This design comes from an exercise in tuning for small area, a short achievable clock period and few clock cycles per item on the open sky130 flow, not from production work.
No functional check of the RTL was part of any run shown here.
Power figures rest on the tool's default switching activity, not on a simulated workload.

`design/flow/design.v`:
```
`timescale 1ns/1ps
module dut(
    clk    ,
    rst_n  ,
    addr   ,
    din    ,
    rw     ,
    enable ,
    dout   ,
    txd    ,
    tx_vld ,
    rxd    ,
    rx_vld
);
input         clk    ;
input         rst_n  ;
input  [7:0 ] addr   ;
input  [31:0] din    ;
input         rw     ;
input         enable ;
output [31:0] dout   ;
input  [7:0 ] rxd    ;
input         rx_vld ;
output [7:0 ] txd    ;
output        tx_vld ;
function lt10;
    input [9:0] a;
    input [9:0] b;
    integer k;
    reg r;
    begin
        r = 1'b0;
        for (k = 0; k < 10; k = k + 1)
            r = (~a[k] & b[k]) | ((~a[k] | b[k]) & r);
        lt10 = r;
    end
endfunction
reg         pkt_en ;
reg  [8:0 ] min_pkt_size ;    
reg  [9:0 ] max_pkt_size ;
wire        write = ~rw & enable;
wire [9:0 ] d     = din[9:0];
always @(posedge clk or negedge rst_n) begin
    if (!rst_n) begin
        pkt_en       <= 1'b0;
        min_pkt_size <= 9'd64;
        max_pkt_size <= 10'd512;
    end
    else if (write) begin
        if (addr == 8'h0)
            pkt_en <= d[0];
        if ((addr == 8'h4) && (|d[9:6]) && lt10(d, max_pkt_size))
            min_pkt_size <= d[8:0];
        if ((addr == 8'h8) && (~d[9] | ~|d[8:0]) && lt10({1'b0, min_pkt_size}, d))
            max_pkt_size <= d;
    end
end
assign dout[31:10] = 22'h0;
genvar g;
generate
    for (g = 0; g < 10; g = g + 1) begin : g_dout
        wire z76, z54, z10, nz, n8;
        g_nor2   u_z76 (.a(addr[7]), .b(addr[6]), .y(z76));
        g_nor2   u_z54 (.a(addr[5]), .b(addr[4]), .y(z54));
        g_nor2   u_z10 (.a(addr[1]), .b(addr[0]), .y(z10));
        g_nand3  u_nz  (.a(z76), .b(z54), .c(z10), .y(nz));       
        g_nand3b u_n8  (.an(addr[2]), .b(addr[3]), .c(max_pkt_size[g]), .y(n8));
        if (g == 0) begin : g_b0
            wire n4, s0, n0;
            g_nand3b u_n4 (.an(addr[3]), .b(addr[2]), .c(min_pkt_size[0]), .y(n4));
            g_nor2   u_s0 (.a(addr[3]), .b(addr[2]), .y(s0));
            g_nand2  u_n0 (.a(s0), .b(pkt_en), .y(n0));
            g_a31oi  u_y  (.a1(n8), .a2(n4), .a3(n0), .b1(nz), .y(dout[0]));
        end
        else if (g < 9) begin : g_b
            wire n4;
            g_nand3b u_n4 (.an(addr[3]), .b(addr[2]), .c(min_pkt_size[g]), .y(n4));
            g_a21oi  u_y  (.a1(n8), .a2(n4), .b1(nz), .y(dout[g]));
        end
        else begin : g_b9
            g_nor2   u_y  (.a(n8), .b(nz), .y(dout[9]));
        end
    end
endgenerate
reg  [4087:0] line ;
always @(posedge clk)
    line <= {line[4079:0], rxd};
reg         rx_prev ;    
reg         second ;     
reg  [9:0 ] cnt ;        
reg         over ;       
reg         hdr_ok ;
reg         acc ;        
reg  [4:0 ] tap ;        
reg         pend ;
reg  [3:0 ] wait_cnt ;
reg         tx_on ;      
reg  [7:0 ] tx_byte ;
wire [9:0 ] cnt_inc   = cnt + 10'd1;
wire [9:0 ] cnt_rx    = rx_prev ? cnt_inc : 10'd1;
wire        over_rx   = rx_prev & (over | cnt[9]);
wire        frame_end = rx_prev & ~rx_vld;
wire        now       = frame_end & acc & (cnt[3:0] == 4'h0);
wire        start     = (frame_end & acc & (cnt[3:0] == 4'hf)) | (pend & (wait_cnt == 4'h1));
wire        ready_n   = ~(rx_prev & acc & (cnt[3:0] == 4'h0));
g_o21ai u_tx_vld (.a1(ready_n), .a2(rx_vld), .b1(~tx_on), .y(tx_vld));
assign txd    = tx_on ? tx_byte : 8'h55;
always @(posedge clk or negedge rst_n) begin
    if (!rst_n) begin
        rx_prev <= 1'b0;
        pend    <= 1'b0;
        tx_on   <= 1'b0;
    end
    else begin
        rx_prev <= rx_vld;
        if (frame_end & acc & (cnt[3:0] != 4'h0) & (cnt[3:0] != 4'hf))
            pend <= 1'b1;
        else if (start)
            pend <= 1'b0;
        if (start | now)
            tx_on <= 1'b1;
        else if (cnt == 10'd1)
            tx_on <= 1'b0;
    end
end
always @(posedge clk) begin
    second <= rx_vld & ~rx_prev;
    if (rx_vld) begin
        tap  <= cnt[8:4];
        cnt  <= cnt_rx;
        over <= over_rx;
        acc  <= pkt_en & hdr_ok & ~over_rx & ~lt10(max_pkt_size, cnt_rx) &
                ~lt10(cnt_rx, {1'b0, min_pkt_size});
        if (second)
            hdr_ok <= (line[7:0] == 8'h55) & (rxd == 8'hd5);
    end
    else if (tx_vld)
        cnt <= cnt - 10'd1;
    if (frame_end)
        wait_cnt <= ~cnt[3:0];
    else
        wait_cnt <= wait_cnt - 4'd1;
end
reg  [7:0 ] tap_data ;
integer     i ;
always @(*) begin
    tap_data = 8'h0;
    for (i = 3; i < 32; i = i + 1)
        tap_data = tap_data | (line[(16*i+14)*8 +: 8] & {8{tap == i}});
end
always @(posedge clk)
    tx_byte <= tap_data;
endmodule
module g_nor2(a, b, y);
input a, b;
output y;
assign y = ~(a | b);
endmodule
module g_nand2(a, b, y);
input a, b;
output y;
assign y = ~(a & b);
endmodule
module g_nand3(a, b, c, y);
input a, b, c;
output y;
assign y = ~(a & b & c);
endmodule
module g_nand3b(an, b, c, y);
input an, b, c;
output y;
assign y = ~(~an & b & c);
endmodule
module g_nor2b(a, bn, y);
input a, bn;
output y;
assign y = ~(a | ~bn);
endmodule
module g_a21oi(a1, a2, b1, y);
input a1, a2, b1;
output y;
assign y = ~((a1 & a2) | b1);
endmodule
module g_a31oi(a1, a2, a3, b1, y);
input a1, a2, a3, b1;
output y;
assign y = ~((a1 & a2 & a3) | b1);
endmodule
module g_a22oi(a1, a2, b1, b2, y);
input a1, a2, b1, b2;
output y;
assign y = ~((a1 & a2) | (b1 & b2));
endmodule
module g_o21ai(a1, a2, b1, y);
input a1, a2, b1;
output y;
assign y = ~((a1 | a2) & b1);
endmodule
```
`design/flow/config.mk`:
```
export PLATFORM = sky130hd
export DESIGN_NAME = dut
export DESIGN_NICKNAME = dut
export VERILOG_FILES = /design/flow/design.v
export SDC_FILE = /design/flow/constraint.sdc
export NUM_CORES = 8
export LEC_CHECK = 0
export CAP_MARGIN = 15
export CORE_MARGIN = 2
export CORE_UTILIZATION = 60
export CTS_BUF_LIST = sky130_fd_sc_hd__clkbuf_8
export CTS_CLUSTER_DIAMETER = 50
export CTS_CLUSTER_SIZE = 20
export PLACE_DENSITY = 0.7
export SETUP_SLACK_MARGIN = 4.8
export SLEW_MARGIN = 15
export SYNTH_HIERARCHICAL = 1
export SYNTH_MINIMUM_KEEP_SIZE = 0
```
`design/flow/constraint.sdc`:
```
create_clock -name core_clock -period 9.0 [get_ports {clk}]
set_input_delay 1.8000 -clock core_clock [delete_from_list [all_inputs] [get_ports {clk}]]
set_output_delay 1.8000 -clock core_clock [all_outputs]
set_load 0.01 [all_outputs]
```
`design/flow/standard.sh`:
```
#!/bin/bash
# synth_recipe.tcl (not shown) runs the flow's synth.tcl, then flattens the netlist and writes it again
# the make line also repeats each setting of config.mk as NAME=value (left out here)
make -C /OpenROAD-flow-scripts/flow DESIGN_CONFIG=/design/flow/config.mk WORK_HOME=/design/flow/orfs CLKGATE_MAP_FILE= SYNTH_SCRIPT=/design/flow/synth_recipe.tcl "${@:-finish}"
```
`design/flow/flow/run.sh`:
```
#!/bin/bash
# The standard layout, with two changes to how ORFS is driven:
#  - clock tree synthesis without dummy loads, with clkbuf_8 clusters of <= 20 sinks
#  - port buffers start as buf_1 (the resizer sizes them up where timing needs it)
set -euo pipefail
export CTS_ARGS="-sink_clustering_enable -repair_clock_nets -buf_list sky130_fd_sc_hd__clkbuf_8 -sink_clustering_size 21 -sink_clustering_max_diameter 50 -dont_use_dummy_load"
export BUFFER_PORTS_ARGS="-buffer_cell sky130_fd_sc_hd__buf_1"
bash standard.sh > flow_make.log 2>&1
```
==> metrics.md, run 1 <==
| Metric | Value |
|---|---|
| Total length of routed wires | roughly 110 mm |
| Nature of the critical path endpoint | output port |
| # clock sinks | slightly above 4000 |
| Overall power | roughly 26 mW |
| Slowest CP cell | buf_2 |
| CP Launch Point | addr[5] |
| Htree depth | 4 |
| Core Area | between 0.1 and 0.15 mm^2 |
| Arrival time worst endpoint | between 2 and 2.5 ns |
| DRC | 0 |
| Clock latency on the worst-skew pair | 0.97 ns |
| CP bufs+invs | 2 |
| Min Tclk post-route | between 4 and 5 ns |
| Final Max Slew Viols | 0 |
| Worst slew pin tran | 1.19 ns |
| CP Launch Type | input pin |
| HP Start | line[1757] |
| Synth warnings | 7 |
| Initial Util | 60.5% |
| 1st-pass router iterations | 5 |
| First-pass GRT wire length | 169 mm |
| Max-cap viol count | 0 |
| Min Hold Slack | between 0.2 and 0.25 ns |
| Worst Hold Class | flip-flop to flip-flop |
| Setup TNS | 0 ns |
| Syn_area_per_cell | 18.5 um^2 |
| Full die area | about 0.15 mm^2 |
| Post-route ant nets | 0 |
| Worst Path Max Fanout | 11 |
| Req. time, crit path | approximately 7.2 ns |
| CTS buffer count | about 230 |
| Iteration-0 DRC Markers | between 1500 and 2000 |
| Slew HR | between 20% and 30% |
| Largest net degree at the start of global routing | 24 |
| Fmax | 0.235 GHz |
| Synthesized area | slightly below 0.09 mm^2 |
| Post-synth EDFFs | 18 |
| Proportion of layout cells with a drive suffix above 1 | approximately 7.3% |
| Area growth from synthesis to layout | 7.21% |
| Post-CTS Hold Fix Bufs | 0 |
| Final GP Congestion | 0.769 |
| Post-synth top area cell | dfxtp_1 |
| CP cell instances | buf_12, nor2_1, nand3_1, a21oi_2, buf_2 |
| Crit-path leading delay family | buffers and inverters |
| Die height | roughly 380 um |
| RSZ-0062 raised after global routing | true |
| Vias in the first global route | 29971 |
| Largest stage delay, worst path | roughly 0.15 ns |
| Synth top area cells | dfxtp_1, edfxtp_1, dfrtp_1 |
| Initial antenna violation count | 15 |
| I/O pins | between 90 and 100 |
| Crit path kind | input pin to output port |
| Power per cell area | 280 mW/mm^2 |
| Async SR Flop Fraction | less than 1% |
| Post-DR wirelength/cell | around 16 um |
| Total gr overflow | 0 |
| Die width | 384 um |
| Vias per Instance | roughly 4.5 |
| Post-synth top area share | between 90 and 100% |
| Root buf cell | clkbuf_8 |
| Gate Count Post-Synth | around 4700 |
| Commonest non-fill, non-tap cell in the layout | dfxtp_1 |
| Synth unique cells | 66 |
| Via Count | roughly 30000 |
| Bufs on Longest Clock Path | 3 |
| Final setup viols | 0 |
| Detail Placement HPWL | 64.6 mm |
| Most frequent cells in the layout | dfxtp_1, clkbuf_8, a22oi_1 |
| CTS clk-pin slew, worst paths | between 0.1 and 0.15 ns |
| Status | complete, no violations |
| Rows | roughly 140 |
| Leakage power | 36.9 nW |
| Fin. Hold Viols | 0 |
| Max VDD drop | roughly 160 uV |
| Main synth FF type | dfxtp_1 |
| Seq/Total Area, Yosys | a little over nine tenths |
| Tcrit/Tclk final | between 40% and 50% |
| Nets@finish | 5048 |
| GRT Total Usage | roughly 15% |
| Synth Register Bits | 4142 |
| Worst r2r src | max_pkt_size[0] |
| I/O Buffers | 49 |
| Clock tree from TritonCTS | built |
| Clock skew | a little over 0.1 ns |
[routing by layer]
layer | part of all wire (%) | GRT usage, % | vias up
li1 | - | - | 15248
met1 | 52 | 23.0 | 14750
met2 | 41 | 21.4 | 597
met3 | 4.5 | 3.14 | 255
met4 | 3.2 | 5.98 | 0
met5 | 0 | 0 | -
[stage by stage]
step	setup slack, ns	utilization [%]	std cells	area [um^2]
after floorplan	4.90	-	4712	86900
after global placement	4.35	62.3	6651	89500
after detailed placement	4.29	62.3	6651	89500
after CTS	4.79	64.7	6881	92900
after global routing	4.73	64.8	6893	93100
final	4.75	64.8	6900	93100
[cells in the mapped netlist, types with 11 or more instances]
| cell | number |
|---|---|
| a221oi_1 | 27 |
| dfxtp_1 | 4101 |
| clkbuf_1 | 13 |
| a22oi_1 | 59 |
| nand2_1 | 30 |
| o21ai_0 | 15 |
| a21oi_1 | 15 |
| nand3_1 | 33 |
| inv_1 | 23 |
| buf_4 | 22 |
| nor2_1 | 79 |
| nand3b_1 | 22 |
| nand4_1 | 15 |
| a22o_1 | 24 |
| nor3_1 | 11 |
| dfrtp_1 | 21 |
| edfxtp_1 | 18 |
[path summary, 6_finish.rpt]
path | endpoint | slack, ns | cells past startpoint
setup / recovery | dout[3] | 4.75 | 5
min in group asynchronous | pend | 0.89 | 2
max in group asynchronous | max_pkt_size[9] | 7.80 | 2
setup reg to reg | min_pkt_size[3] | 5.83 | 9
hold reg to reg | line[1765] | 0.25 | 0
hold / removal | line[1765] | 0.25 | 0
[final cells by class]
cell class,count,area (um^2)
flip-flops and latches,4142,83200
fillers,9757,50600
multi-input cells,509,3550
clock buffers,225,3100
well taps,1903,2380
repair buffers,88,738
inverters,23,86.3
diodes,10,25.0
[power breakdown]
part           total [mW]  switching, mW  internal [mW]
sequential           18.6         0.0893           18.5
combinational       0.467          0.311          0.157
clock                7.00           4.75           2.25
[worst register-to-register path: stages, from the launching register on]
cell	delay, ns
dfrtp_1	0.45
nor3b_1	0.21
o22ai_1	0.12
maj3_2	0.32
maj3_2	0.32
maj3_2	0.31
maj3_2	0.31
a21oi_2	0.11
o31a_1	0.53
mux2_4	0.35
[cells by family after synthesis]
kind of cell	Yosys count	synth area share [%]
AND/OR/NAND/NOR	241	1.43
multiplexers	20	0.288
other	1	0.00432
AO/OA/AOI/OAI	196	1.72
flip-flops	4142	95.8
adder cells (fa/ha/maj)	17	0.219
buffers and inverters	61	0.380
XOR/XNOR	13	0.131
[per-module statistics from Yosys, one instance, submodules excluded, excerpt]
module	copies in the design	cell area, um^2	flops+latches
g_nand3	10	5.00	0
g_a31oi	1	6.26	0
g_a21oi	8	8.76	0
dut	1	86400	4142
g_nand3b	19	7.51	0
g_nor2	32	3.75	0
[flip-flops by register name (all words and copies together) (netlist names), 4 cells and up]
signal and flops:
line 4088, tx_byte 8, cnt 10, max_pkt_size 10, min_pkt_size 9, wait_cnt 4
tap 5
[what timing repair did]
action	in CTS	in global routing
cloned	3	3
setup endpoints to repair	15	11
resized for setup	63	14
hold endpoints to repair	0	0
setup buffers	2	6
pin swaps	17	7
==> inputs of run 2 (changes only) <==
--- a/design/flow/config.mk
+++ b/design/flow/config.mk
@@ -14,3 +14,3 @@
 export PLACE_DENSITY = 0.7
-export SETUP_SLACK_MARGIN = 4.8
+export SETUP_SLACK_MARGIN = 5
 export SLEW_MARGIN = 15
==> run 2 against run 1 <==
  * Count of clock-buffer cells in the layout shrank 1
  * Sequential cell count is the same
  * Sequential share of layout area shrank 0.30 points
  * Fmax grew 0.62%
  * Routed wire length grew 0.35%
  * Critical endpoint is now dout[0]
  * Critical path depth is the same
  * Die area is the same
  * Non-clock buffer count grew 6
  * Combinational power grew 6.9%
  * Setup slack gained 0.026 ns
  * Still clean
  * Utilization grew 0.22 points
==> metrics.md, run 2 <==
| Metric | Value |
|---|---|
| Fin. Hold Viols | 0 (unchanged) |
| DP Area | 0.0895 mm^2 (about the same) |
| Bufs on Longest Clock Path | 3 (unchanged) |
| Total length of routed wires | 112 mm (+0.35%) |
| Total gr overflow | 0 (unchanged) |
| Area occupied by multi-input gates | 0.00370 mm^2 (+4.2%) |
| Post-synth top area cell | dfxtp_1 |
| Die height | 384 um (unchanged) |
| RSZ-0062 raised after global routing | true |
| Final GP Congestion | 0.803 (+4.3%) |
| Final setup viols | 0 (unchanged) |
| Req. time, crit path | 7.20 ns (about the same) |
| Worst Path Max Fanout | 6 (-5) |
| Htree depth | 4 (unchanged) |
| Tcrit/Tclk final | 47.0% (-0.29 points) |
| Largest net degree at the start of global routing | 24 (unchanged) |
| Crit path kind | input pin to output port |
| FF-to-FF setup slack | 5.91 ns (+0.08 ns) |
| Reg with most FFs | line |
| Synth warnings | 7 (unchanged) |
| Power per cell area | 279 mW/mm^2 (-0.28%) |
| CP cell instances | buf_12, nor2_1, nand2_1, a31oi_1, buf_2 |
| I/O pins | 94 (unchanged) |
| Max VDD drop | 223 uV (+35%) |
| # clock sinks | 4142 (unchanged) |
| Combinational family with the most area after synthesis | compound AO/OA/AOI/OAI gates |
| CP bufs+invs | 2 (unchanged) |
| Min Hold Slack | 0.249 ns (-0.000132 ns) |
| Initial antenna violation count | 13 (-2) |
| CTS clk-pin slew, worst paths | 0.10 ns (about the same) |
| Synth Register Bits | 4142 (unchanged) |
| Iteration-0 DRC Markers | 1662 (+0.54%) |
| Clock tree from TritonCTS | built |
| Core Area | 0.144 mm^2 (unchanged) |
| Nature of the critical path endpoint | output port |
| 1st-pass router iterations | 5 (unchanged) |
| Vias in the first global route | 30165 (+0.65%) |
| Post-synth top area share | 94.5% (unchanged) |
| Worst r2r dst | min_pkt_size[0] |
| Largest stage delay, worst path | 0.16 ns (about the same) |
| Endpoint, Worst Hold | line[226] |
| FF+latch area | 0.0832 mm^2 (unchanged) |
| Initial Util | 60.5% (unchanged) |
| Setup TNS | 0 ns (unchanged) |
| Full die area | 0.148 mm^2 (unchanged) |
| Post-place setup slack | 4.28 ns (-0.0129 ns) |
| CTS buffer count | 224 (-0.44%) |
| Seq/Total Area, Yosys | 95.8% (unchanged) |
| Rows | 139 (unchanged) |
| Min Tclk post-route | 4.23 ns (-0.0263 ns) |
| Via Count | 30849 (-0.0032%) |
| Worst-case reg-to-reg path depth | 9 (unchanged) |
| Multiplexer share of the synthesized area | 0.288% (unchanged) |
| Post-CTS Hold Fix Bufs | 0 (unchanged) |
| Final Max Slew Viols | 0 (unchanged) |
| Clock skew | 0.0877 ns (-0.0151 ns) |
| Post-Synth Adder-Cell Area | 0.219% (unchanged) |
| DRC | 0 (unchanged) |
| Crit-path leading delay family | buffers and inverters |
| Vias per Instance | 4.47 (about the same) |
| Area growth from synthesis to layout | 7.57% |
| Root buf cell | clkbuf_8 |
| Slew HR | 32.2% (+12 points) |
| Slowest CP cell | a31oi_1 |
| Fin worst setup slack | 4.77 ns (+0.0263 ns) |
| Clock latency on the worst-skew pair | 0.96 ns (about the same) |
| Die width | 384 um (unchanged) |
| Nets@finish | 5053 (+0.099%) |
| Synthesized area | 0.0868 mm^2 (unchanged) |
| Post-route ant nets | 0 (unchanged) |
| Cell count of the worst hold path | 0 (unchanged) |
| Top Registers | line: 4088 flops, cnt: 10 flops, max_pkt_size: 10 flops |
| First-pass GRT wire length | 169 mm (about the same) |
| Leakage power | 37.0 nW (+0.25%) |
| Post-route cell area | 0.0934 mm^2 (+0.33%) |
| Status | complete, no violations |
| Non-Filler Instances | 6903 (+0.043%) |
| Fmax | 0.237 GHz (+0.62%) |
| Detail Placement HPWL | 65.0 mm (+0.69%) |
| Main synth FF type | dfxtp_1 |
| Syn_area_per_cell | 18.5 um^2 (unchanged) |
| I/O Buffers | 49 (unchanged) |
| Overall power | 26.0 mW (about the same) |
| Top cells by count, synth | dfxtp_1, nor2_1, a22oi_1, nand3_1, nand2_1 |
| Post-synthesis compound-gate area fraction | 1.72% (unchanged) |
| Leading cell type by number of instances after synthesis | dfxtp_1 |
| Post-DR wirelength/cell | 16.2 um (+0.30%) |
| Gate Count Post-Synth | 4691 (unchanged) |
| CP Launch Point | addr[2] |
| Async SR Flop Fraction | 0.555% (unchanged) |
| Post-synth EDFFs | 18 (unchanged) |
| Worst slew pin tran | 1.01 ns (-0.177 ns) |
| Post-Place Cells | 6652 (+0.015%) |
| GRT Total Usage | 15.2% (-0.027 points) |
| Most frequent cells in the layout | dfxtp_1, clkbuf_8, a22oi_1 |
| Number of fill cells | 9671 (-0.88%) |
| Arrival time worst endpoint | 2.43 ns (-0.02 ns) |
| Synth unique cells | 66 (unchanged) |
| Post-layout util | 65.0% (+0.22 points) |
| CP Launch Type | input pin |
| Post-Synth Simple-Gate Area | 1.43% (unchanged) |
| Synth top area cells | dfxtp_1, edfxtp_1, dfrtp_1 |
| Worst Hold Class | flip-flop to flip-flop |
| HP Start | line[218] |
| Max-cap viol count | 0 (unchanged) |
| Worst r2r src | max_pkt_size[0] |
| Proportion of layout cells with a drive suffix above 1 | 7.89% (+0.55 points) |
| Commonest non-fill, non-tap cell in the layout | dfxtp_1 |
| Synth Area in XOR/XNOR | 0.131% (unchanged) |
| Max FFs per register | 4088 (unchanged) |
run 2: layout make-up:
type                       instances  area share (%)
sequential                      4142            89.1
multi-input combinational        509            3.96
clock buffer                     224            3.30
tap                             1903            2.55
timing repair buffer              94           0.983
inverter                          23          0.0924
antenna                            8          0.0214
run 2: report_power, final:
group	leakage, nW	switching [mW]	internal (mW)
Combinational	1.70	0.326	0.173
Sequential	33.7	0.0775	18.5
Clock	1.61	4.75	2.24
run 2: worst max-delay path by stage:
stage / slack, ns / cells past startpoint / endpoint
after floorplan: 5.00 / 2 / dout[0]
after global placement: 4.37 / 4 / dout[3]
after detailed placement: 4.28 / 4 / dout[5]
after CTS: 4.80 / 4 / dout[3]
after global routing: 4.73 / 5 / dout[6]
final: 4.77 / 5 / dout[0]
run 2: logic make-up (layout without fill, tap and decap cells):
logic type / after synthesis / in the layout
xor+xnor: 13 / 13
fa+ha+maj: 17 / 17
buf+inv: 61 / 341
simple gates: 241 / 241
compound gates: 196 / 196
flops: 4142 / 4142
mux: 20 / 20
other cells: 1 / 30
run 2: worst register-to-register path: cells and delay by family (launching register included):
family / cells / cell delay, ns
adder cells (fa/ha/maj): 4 / 1.22
multiplexers: 1 / 0.35
AO/OA/AOI/OAI: 3 / 0.77
AND/OR/NAND/NOR: 1 / 0.20
flip-flops: 1 / 0.45
run 2: layer usage:
layer / vias up / routed length, um / global-route usage (%)
met4: 0 / 4110 / 6.37
met1: 14754 / 57600 / 22.9
met3: 271 / 5280 / 3.28
met5: - / 0 / 0
met2: 567 / 44900 / 21.2
li1: 15257 / - / -
run 2: repair_timing:
| item | 4_1_cts | 5_1_grt |
|---|---|---|
| cloned | 4 | 6 |
| hold endpoints to repair | 0 | 0 |
| pin swaps | 25 | 22 |
| gates resized for setup | 79 | 48 |
| buffers inserted | 6 | 3 |
| endpoints found under the setup margin | 19 | 11 |
run 2: Yosys stat by module (local to each module, per instance):
module,flops+latches,cells,area (um^2)
g_o21ai,0,1,5.00
g_nand3b,0,1,7.51
g_nand2,0,1,3.75
g_nor2,0,1,3.75
g_a31oi,0,1,6.26
g_a21oi,0,1,8.76
g_nand3,0,1,5.00
dut,4142,4619,86400
==> inputs of run 3 (changes only) <==
--- a/design/flow/design.v
+++ b/design/flow/design.v
@@ -58,6 +58,7 @@
 assign dout[31:10] = 22'h0;
+wire [4:0] dnz;    
 genvar g;
 generate
-    for (g = 0; g < 10; g = g + 1) begin : g_dout
-        wire z76, z54, z10, nz, n8;
+    for (g = 0; g < 5; g = g + 1) begin : g_z
+        wire z76, z54, z10;
         g_nor2   u_z76 (.a(addr[7]), .b(addr[6]), .y(z76));
@@ -65,3 +66,7 @@
         g_nor2   u_z10 (.a(addr[1]), .b(addr[0]), .y(z10));
-        g_nand3  u_nz  (.a(z76), .b(z54), .c(z10), .y(nz));       
+        g_nand3  u_nz  (.a(z76), .b(z54), .c(z10), .y(dnz[g]));
+    end
+    for (g = 0; g < 10; g = g + 1) begin : g_dout
+        wire nz = dnz[g / 2];
+        wire n8;
         g_nand3b u_n8  (.an(addr[2]), .b(addr[3]), .c(max_pkt_size[g]), .y(n8));
==> run 3 against run 2 <==
  * Still clean
  * Routed wire length decreased by 1.5%
  * Sequential power hardly changed
  * Critical path depth stayed put
  * First-iteration DRC count fell by 5.2%
  * Clock skew rose by 0.0075 ns
  * Sequential share of layout area increased by 0.35 points
  * Hold slack worse by 0.024 ns
  * Via count is 0.90% lower
  * Count of clock-buffer cells in the layout decreased by 1
  * Critical path type unchanged
  * Largest cell class unchanged
  * Largest power group unchanged
==> metrics.md, run 3 <==
| Metric | Value |
|---|---|
| Status | complete, no violations |
| Power per cell area | 280 mW/mm^2 (+0.25%) |
| I/O Buffers | 49 (unchanged) |
| Bufs on Longest Clock Path | 3 (unchanged) |
| Req. time, crit path | 7.20 ns (about the same) |
| Commonest non-fill, non-tap cell in the layout | dfxtp_1 |
| Arrival time worst endpoint | 2.47 ns (+0.04 ns) |
| Initial antenna violation count | 13 (unchanged) |
| Most frequent cells in the layout | dfxtp_1, clkbuf_8, a22oi_1 |
| Top Registers | line: 4088 flops, cnt: 10 flops, max_pkt_size: 10 flops |
| Setup TNS | 0 ns (unchanged) |
| Crit path kind | input pin to output port |
| Post-synth top area cell | dfxtp_1 |
| Total length of routed wires | 110 mm (-1.5%) |
| CTS clk-pin slew, worst paths | 0.11 ns (about the same) |
| Syn_area_per_cell | 18.6 um^2 (+0.33%) |
| DRC | 0 (unchanged) |
| Synth top area cells | dfxtp_1, edfxtp_1, dfrtp_1 |
| Die width | 384 um (about the same) |
| Core Area | 0.144 mm^2 (unchanged) |
| CP Launch Type | input pin |
| Slowest CP cell | a31oi_4 |
| Post-layout util | 64.8% (-0.26 points) |
| Full die area | 0.148 mm^2 (about the same) |
| Fin. Hold Viols | 0 (unchanged) |
| Area growth from synthesis to layout | 7.24% |
| Max FFs per register | 4088 (unchanged) |
| Clock tree from TritonCTS | built |
| Number of fill cells | 9719 (+0.50%) |
| Worst r2r dst | min_pkt_size[3] |
| First-pass GRT wire length | 166 mm (-1.4%) |
| Endpoint, Worst Hold | line[253] |
| Synth Register Bits | 4142 (unchanged) |
| Worst Hold Class | flip-flop to flip-flop |
| Async SR Flop Fraction | 0.555% (unchanged) |
| Main synth FF type | dfxtp_1 |
| Synthesized area | 0.0868 mm^2 (about the same) |
| RSZ-0062 raised after global routing | true |
| Max-cap viol count | 0 (unchanged) |
| Worst r2r src | max_pkt_size[0] |
| Reg with most FFs | line |
| Post-route cell area | 0.0930 mm^2 (-0.39%) |
| Non-Filler Instances | 6876 (-0.39%) |
| CTS buffer count | 223 (-0.45%) |
| I/O pins | 94 (unchanged) |
| Post-DR wirelength/cell | 16.0 um (-1.1%) |
| Detail Placement HPWL | 63.9 mm (-1.7%) |
| HP Start | line[245] |
| Vias in the first global route | 29815 (-1.2%) |
| 1st-pass router iterations | 19 (+14) |
| Slew HR | 27.1% (-5.1 points) |
| Die height | 384 um (about the same) |
| Worst-case reg-to-reg path depth | 9 (unchanged) |
| CP cell instances | buf_8, nor2_4, nand3_4, a31oi_4, buf_6 |
| Leakage power | 36.8 nW (-0.38%) |
| Post-synth top area share | 94.6% (about the same) |
| Via Count | 30572 (-0.90%) |
| CP bufs+invs | 2 (unchanged) |
| GRT Total Usage | 15.0% (-0.13 points) |
| Rows | 139 (unchanged) |
| Min Tclk post-route | 4.27 ns (+0.0441 ns) |
| Clock skew | 0.0952 ns (+0.00746 ns) |
| Final Max Slew Viols | 0 (unchanged) |
| DP Area | 0.0895 mm^2 (about the same) |
| Final setup viols | 0 (unchanged) |
| Synth unique cells | 66 (unchanged) |
| Htree depth | 4 (unchanged) |
| Top cells by count, synth | dfxtp_1, nor2_1, a22oi_1, nand2_1, nand3_1 |
| Post-route ant nets | 0 (unchanged) |
| Gate Count Post-Synth | 4671 (-0.43%) |
| # clock sinks | 4142 (unchanged) |
| Final GP Congestion | 0.773 (-3.7%) |
| Max VDD drop | 192 uV (-14%) |
| Worst slew pin tran | 1.09 ns (+0.0841 ns) |
| Cell count of the worst hold path | 0 (unchanged) |
| Leading cell type by number of instances after synthesis | dfxtp_1 |
| Clock latency on the worst-skew pair | 0.97 ns (about the same) |
| Worst Path Max Fanout | 6 (unchanged) |
| Iteration-0 DRC Markers | 1575 (-5.2%) |
| Fmax | 0.234 GHz (-1.0%) |
| Post-Place Cells | 6633 (-0.29%) |
| Synth warnings | 7 (unchanged) |
| Seq/Total Area, Yosys | 95.9% (about the same) |
| Largest stage delay, worst path | 0.17 ns (about the same) |
| Post-CTS Hold Fix Bufs | 0 (unchanged) |
| Post-synth EDFFs | 18 (unchanged) |
| Nets@finish | 5025 (-0.55%) |
| Largest net degree at the start of global routing | 24 (unchanged) |
| Tcrit/Tclk final | 47.5% (+0.49 points) |
| Proportion of layout cells with a drive suffix above 1 | 7.49% (-0.40 points) |
| Root buf cell | clkbuf_8 |
| FF-to-FF setup slack | 5.89 ns (-0.02 ns) |
| Total gr overflow | 0 (unchanged) |
| Nature of the critical path endpoint | output port |
| Vias per Instance | 4.45 (-0.51%) |
| Initial Util | 60.4% (about the same) |
| Crit-path leading delay family | buffers and inverters |
-- run 3: area by class of cell --
| cell class | instances | area [um^2] | share of cell area [%] |
|---|---|---|---|
| diodes | 9 | 22.5 | 0.0242 |
| clock buffers | 223 | 3070 | 3.30 |
| inverters | 23 | 86.3 | 0.0928 |
| multi-input cells | 489 | 3550 | 3.81 |
| flip-flops and latches | 4142 | 83200 | 89.4 |
| well taps | 1903 | 2380 | 2.56 |
| repair buffers | 87 | 721 | 0.775 |
-- run 3: routing by layer --
layer	routed length [um]	vias to the layer above	GRT usage, %
li1	-	15209	-
met1	56000	14500	22.3
met2	44000	598	21.1
met3	5720	263	3.48
met4	4440	2	6.84
met5	86	-	0
-- run 3: worst max-delay path by stage --
stage                   end  startpoint  cells after the start  slack [ns]
finish              dout[0]     addr[5]                      5        4.73
global route        dout[0]     addr[5]                      5        4.70
CTS                 dout[0]     addr[1]                      5        4.78
detailed placement  dout[0]     addr[3]                      4        4.29
global placement    dout[0]     addr[3]                      4        4.33
floorplan           dout[0]     addr[4]                      3        5.00
-- run 3: metrics by stage --
step                      total power [mW]  worst slack (ns)  hold slack (ns)
after detailed placement              19.4              4.29            0.312
after global routing                  26.9              4.70            0.223
after floorplan                       19.2              5.00            0.310
after global placement                19.4              4.33            0.310
after CTS                             26.2              4.78            0.240
final                                 26.0              4.73            0.226
-- run 3: per-module statistics from Yosys, one instance, submodules excluded --
module    flops+latches  area, um^2
g_nor2                0        3.75
g_a21oi               0        8.76
g_a31oi               0        6.26
dut                4142       86400
g_nand3               0        5.00
g_o21ai               0        5.00
g_nand3b              0        7.51
g_nand2               0        3.75
-- run 3: where the power goes --
group	switching (mW)	total, mW	internal (mW)
sequential	0.0730	18.6	18.5
combinational	0.322	0.474	0.153
clock	4.75	6.98	2.23
-- run 3: cells by family (layout without fill, tap and decap cells) --
group           count (synthesis)  after routing  share of synthesized area (%)
fa+ha+maj                      17             17                          0.219
flops                        4142           4142                           95.9
xor+xnor                       13             13                          0.131
buf+inv                        61            333                          0.381
other cells                     1             31                        0.00432
compound gates                196            196                           1.72
mux                            20             20                          0.288
simple gates                  221            221                           1.34
-- run 3: worst register-to-register path, delay by kind of cell, from the launching register on --
family / cells / cell delay, ns
mux: 1 / 0.35
compound gates: 3 / 0.74
fa+ha+maj: 4 / 1.20
simple gates: 1 / 0.21
flops: 1 / 0.47
-- run 3: what timing repair did --
item / in CTS / in global routing
setup endpoints to repair: 15 / 11
cloned: 4 / 0
resized for setup: 75 / 21
setup buffers: 7 / 0
pin swaps: 27 / 6
hold endpoints to repair: 0 / 0
==> inputs of run 4 (changes only) <==
--- a/design/flow/design.v
+++ b/design/flow/design.v
@@ -58,7 +58,6 @@
 assign dout[31:10] = 22'h0;
-wire [4:0] dnz;    
 genvar g;
 generate
-    for (g = 0; g < 5; g = g + 1) begin : g_z
-        wire z76, z54, z10;
+    for (g = 0; g < 10; g = g + 1) begin : g_dout
+        wire z76, z54, z10, nz, s8, w;
         g_nor2   u_z76 (.a(addr[7]), .b(addr[6]), .y(z76));
@@ -66,22 +65,22 @@
         g_nor2   u_z10 (.a(addr[1]), .b(addr[0]), .y(z10));
-        g_nand3  u_nz  (.a(z76), .b(z54), .c(z10), .y(dnz[g]));
-    end
-    for (g = 0; g < 10; g = g + 1) begin : g_dout
-        wire nz = dnz[g / 2];
-        wire n8;
-        g_nand3b u_n8  (.an(addr[2]), .b(addr[3]), .c(max_pkt_size[g]), .y(n8));
+        g_nand3  u_nz  (.a(z76), .b(z54), .c(z10), .y(nz));       
+        g_nor2b  u_s8  (.a(addr[2]), .bn(addr[3]), .y(s8));       
         if (g == 0) begin : g_b0
-            wire n4, s0, n0;
-            g_nand3b u_n4 (.an(addr[3]), .b(addr[2]), .c(min_pkt_size[0]), .y(n4));
-            g_nor2   u_s0 (.a(addr[3]), .b(addr[2]), .y(s0));
-            g_nand2  u_n0 (.a(s0), .b(pkt_en), .y(n0));
-            g_a31oi  u_y  (.a1(n8), .a2(n4), .a3(n0), .b1(nz), .y(dout[0]));
+            wire s4, s0, w0;
+            g_nor2b  u_s4 (.a(addr[3]), .bn(addr[2]), .y(s4));    
+            g_nor2   u_s0 (.a(addr[3]), .b(addr[2]), .y(s0));     
+            g_a22oi  u_w  (.a1(s8), .a2(max_pkt_size[0]), .b1(s4), .b2(min_pkt_size[0]), .y(w));
+            g_nand2  u_w0 (.a(s0), .b(pkt_en), .y(w0));
+            g_a21oi  u_y  (.a1(w), .a2(w0), .b1(nz), .y(dout[0]));
         end
-        else if (g < 9) begin : g_b
-            wire n4;
-            g_nand3b u_n4 (.an(addr[3]), .b(addr[2]), .c(min_pkt_size[g]), .y(n4));
-            g_a21oi  u_y  (.a1(n8), .a2(n4), .b1(nz), .y(dout[g]));
-        end
-        else begin : g_b9
-            g_nor2   u_y  (.a(n8), .b(nz), .y(dout[9]));
+        else begin : g_b
+            if (g < 9) begin : g_w
+                wire s4;
+                g_nor2b  u_s4 (.a(addr[3]), .bn(addr[2]), .y(s4));
+                g_a22oi  u_w  (.a1(s8), .a2(max_pkt_size[g]), .b1(s4), .b2(min_pkt_size[g]), .y(w));
+            end
+            else begin : g_w9
+                g_nand2  u_w  (.a(s8), .b(max_pkt_size[9]), .y(w));
+            end
+            g_nor2   u_y  (.a(w), .b(nz), .y(dout[g]));
         end
--- a/design/flow/config.mk
+++ b/design/flow/config.mk
@@ -14,3 +14,3 @@
 export PLACE_DENSITY = 0.7
-export SETUP_SLACK_MARGIN = 5
+export SETUP_SLACK_MARGIN = 4.8
 export SLEW_MARGIN = 15
==> run 4 against run 3 <==
  * Utilization hardly changed
  * Power hardly changed
  * Design area is 0.15% higher
  * Largest cell class unchanged
  * First-iteration DRC count is 8.2% lower
  * Sequential share of layout area is 0.13 points lower
  * Die area is 0.32% higher
  * Still clean on timing, DRC and antenna
  * Combinational power is 7.2% lower
  * Fmax is 2.1% lower
==> metrics.md, run 4 <==
| Metric | Value |
|---|---|
| Max FFs per register | 4088 (unchanged) |
| Fin. Hold Viols | 0 (unchanged) |
| Setup TNS | 0 ns (unchanged) |
| Synth Register Bits | 4142 (unchanged) |
| CP bufs+invs | 3 (+1) |
| Final GP Congestion | 0.778 (+0.65%) |
| Worst Path Max Fanout | 6 (unchanged) |
| # clock sinks | 4142 (unchanged) |
| Die height | 385 um (+0.16%) |
| Largest net degree at the start of global routing | 28 (+17%) |
| Final Max Slew Viols | 0 (unchanged) |
| Detail Placement HPWL | 64.4 mm (+0.77%) |
| Reg with most FFs | line |
| Post-DR wirelength/cell | 15.8 um (-1.2%) |
| Worst Hold Class | flip-flop to flip-flop |
| Slowest CP cell | a22oi_2 |
| Top cells by count, synth | dfxtp_1, nor2_1, a22oi_1, nand3_1, nand2_1 |
| Synthesized area | 0.0870 mm^2 (+0.32%) |
| Min Tclk post-route | 4.36 ns (+0.0920 ns) |
| Clock tree from TritonCTS | built |
| Max VDD drop | 187 uV (-2.8%) |
| Nature of the critical path endpoint | output port |
| Post-route cell area | 0.0932 mm^2 (+0.15%) |
| CP most frequent cell | buf_12 |
| Rows | 139 (unchanged) |
| Htree depth | 4 (unchanged) |
| Post-synth top area share | 94.3% (-0.30 points) |
| Post-synth top area cell | dfxtp_1 |
| Clock skew | 0.0854 ns (-0.00972 ns) |
| Worst slew pin tran | 0.902 ns (-0.191 ns) |
| Die width | 385 um (+0.16%) |
| Post-CTS Hold Fix Bufs | 0 (unchanged) |
| Full die area | 0.148 mm^2 (+0.32%) |
| Arrival time worst endpoint | 2.56 ns (+0.09 ns) |
| Tcrit/Tclk final | 48.5% (+1.0 points) |
| Iteration-0 DRC Markers | 1446 (-8.2%) |
| Initial Util | 60.5% (+0.12 points) |
| Clock latency on the worst-skew pair | 0.95 ns (-0.02 ns) |
| Fin worst setup slack | 4.64 ns (-0.0920 ns) |
| Crit path kind | input pin to output port |
| Gate Count Post-Synth | 4701 (+0.64%) |
| Seq/Total Area, Yosys | 95.6% (-0.31 points) |
| DP Area | 0.0898 mm^2 (+0.31%) |
| Req. time, crit path | 7.20 ns (about the same) |
| First-pass GRT wire length | 168 mm (+1.2%) |
| DRC | 0 (unchanged) |
| Post-synth EDFFs | 18 (unchanged) |
| Total length of routed wires | 109 mm (-0.76%) |
| Initial antenna violation count | 20 (+7) |
| Async SR Flop Fraction | 0.555% (unchanged) |
| Synth unique cells | 68 (+3.0%) |
| Vias per Instance | 4.43 (-0.45%) |
| Core Area | 0.144 mm^2 (+0.12%) |
| CTS clk-pin slew, worst paths | 0.11 ns (about the same) |
| Status | complete, no violations |
| CTS buffer count | 225 (+0.90%) |
| Leakage power | 37.0 nW (+0.39%) |
| Vias in the first global route | 29810 (-0.017%) |
| 1st-pass router iterations | 5 (-14) |
| Post-place setup slack | 4.35 ns (+0.0524 ns) |
| Synth warnings | 7 (unchanged) |
| RSZ-0062 raised after global routing | true |
| Total gr overflow | 0 (unchanged) |
| Most frequent cells in the layout | dfxtp_1, clkbuf_8, a22oi_1 |
| Min Hold Slack | 0.236 ns (+0.0106 ns) |
| Root buf cell | clkbuf_8 |
| I/O pins | 94 (unchanged) |
| Proportion of layout cells with a drive suffix above 1 | 7.49% (-0.0080 points) |
| Nets@finish | 5057 (+0.64%) |
| CP Launch Type | input pin |
| Number of fill cells | 9551 (-1.7%) |
| GRT Total Usage | 15.0% (about the same) |
| Largest stage delay, worst path | 0.19 ns (+0.02 ns) |
| Commonest non-fill, non-tap cell in the layout | dfxtp_1 |
| Area growth from synthesis to layout | 7.06% |
| Main synth FF type | dfxtp_1 |
| Post-layout util | 64.8% (about the same) |
| Max-cap viol count | 0 (unchanged) |
| Leading cell type by number of instances after synthesis | dfxtp_1 |
| Synth top area cells | dfxtp_1, edfxtp_1, dfrtp_1 |
| Post-route ant nets | 0 (unchanged) |
| CP cell instances | buf_12, buf_12, nor2b_4, a22oi_2, a21oi_2, buf_2 |
| Syn_area_per_cell | 18.5 um^2 (-0.32%) |
| I/O Buffers | 49 (unchanged) |
| Slew HR | 39.7% (+13 points) |
| Via Count | 30567 (-0.016%) |
| Power per cell area | 279 mW/mm^2 (-0.19%) |
| Final setup viols | 0 (unchanged) |
| Crit-path leading delay family | buffers and inverters |
| Bufs on Longest Clock Path | 3 (unchanged) |
| Fmax | 0.229 GHz (-2.1%) |
| Top Registers | line: 4088 flops, cnt: 10 flops, max_pkt_size: 10 flops |
[run 4: cell count changes after synthesis]
cell,previous run,this run
nand3b_1,22,3
a22oi_2,0,9
nand2_1,30,31
a31oi_1,8,7
nor2b_4,0,19
nand3_1,28,33
a21oi_2,9,2
nor2_1,64,87
[run 4: per-module statistics from Yosys (local to each module, per instance), a selection]
module	copies in the design	area [um^2]	flip-flops and latches
g_nand2	2	3.75	0
g_nand3	10	5.00	0
g_a22oi	9	12.5	0
dut	1	86400	4142
g_o21ai	1	5.00	0
g_a21oi	1	8.76	0
[run 4: area by class of cell]
class                   instances  area [um^2]  share of cell area (%)
flip-flops and latches       4142        83200                    89.3
multi-input cells             519         3710                    3.99
clock buffers                 225         3100                    3.32
well taps                    1903         2380                    2.56
repair buffers                 87          668                   0.717
inverters                      23         86.3                  0.0926
diodes                          7         17.5                  0.0188
[run 4: path summary, 6_finish.rpt]
check / start / end / slack, ns / depth (start not counted)
setup / recovery: addr[3] / dout[0] / 4.64 / 6
hold / removal: line[1432] / line[1440] / 0.24 / 0
setup reg to reg: max_pkt_size[0] / min_pkt_size[3] / 5.79 / 9
hold reg to reg: line[1432] / line[1440] / 0.24 / 0
max in group asynchronous: rst_n / min_pkt_size[6] / 7.80 / 2
min in group asynchronous: rst_n / tx_on / 0.82 / 2
[run 4: kinds of logic after synthesis]
family,count (synthesis),synth area share [%]
AND/OR/NAND/NOR,250,1.60
buffers and inverters,61,0.379
multiplexers,20,0.288
other,1,0.00431
adder cells (fa/ha/maj),17,0.218
flip-flops,4142,95.6
XOR/XNOR,13,0.131
AO/OA/AOI/OAI,197,1.77
[run 4: timing repair]
action                     4_1_cts  5_1_grt
pin swaps                       14        6
setup endpoints to repair       15       11
buffers inserted                 1        6
gates resized for setup         42       10
gates cloned                     4        1
[run 4: layer usage]
layer,track usage [%],share of wire (%),vias to the layer above
met1,23.5,53,14578
met2,20.5,39,504
met3,3.28,4.6,218
met5,0,0,-
li1,-,-,15267
met4,5.30,2.7,0
[run 4: worst register-to-register path, delay by kind of cell, from the launching register on]
family          cells  cell delay (ns)
flops               1             0.47
compound gates      3             0.73
fa+ha+maj           4             1.27
mux                 1             0.35
simple gates        1             0.21
[run 4: stage by stage]
| stage | cells | power (mW) |
|---|---|---|
| after detailed placement | 6662 | 19.4 |
| after global placement | 6662 | 19.4 |
| after CTS | 6892 | 26.2 |
| final | 6906 | 26.0 |
| after floorplan | 4722 | 19.2 |
| after global routing | 6900 | 26.9 |
[run 4: power by group]
part | internal, mW | total [mW] | switching [mW] | leakage, nW
clock network | 2.25 | 6.98 | 4.73 | 1.62
logic | 0.147 | 0.440 | 0.293 | 1.70
registers | 18.5 | 18.6 | 0.0970 | 33.7

static timing again, ports no longer ideal:
Ports are ideal in the flow. The routed layouts listed here were re-timed in OpenROAD.
Step 1: set_driving_cell puts a clkbuf_16 on clk and a buf_2 on each other input, an assumption about the parent block.
Step 2 also shifts input and output timing later by t, the mid clock arrival at the registers, as if the neighbouring blocks saw the same clock.
Three values: ideal ports, drivers, drivers and shift; two values: the first two.
run | shift t [ns] | setup slack, ns | worst register clock-pin slew, ns | pins driven straight from the clock port
run 1 | 0.983 | 4.747 / 4.631 / 4.258 | 0.12 / 0.12 | 1
run 2 | 0.984 | 4.773 / 4.650 / 4.330 | 0.12 / 0.12 | 1
run 3 | 0.972 | 4.729 / 4.638 / 4.380 | 0.12 / 0.12 | 1
run 4 | 0.959 | 4.637 / 4.586 / 4.286 | 0.12 / 0.12 | 1
After both steps every run listed still meets setup and hold. For run 1, which loses most, drivers alone change the setup slack by -0.116 ns; drivers and shift together by -0.489 ns.
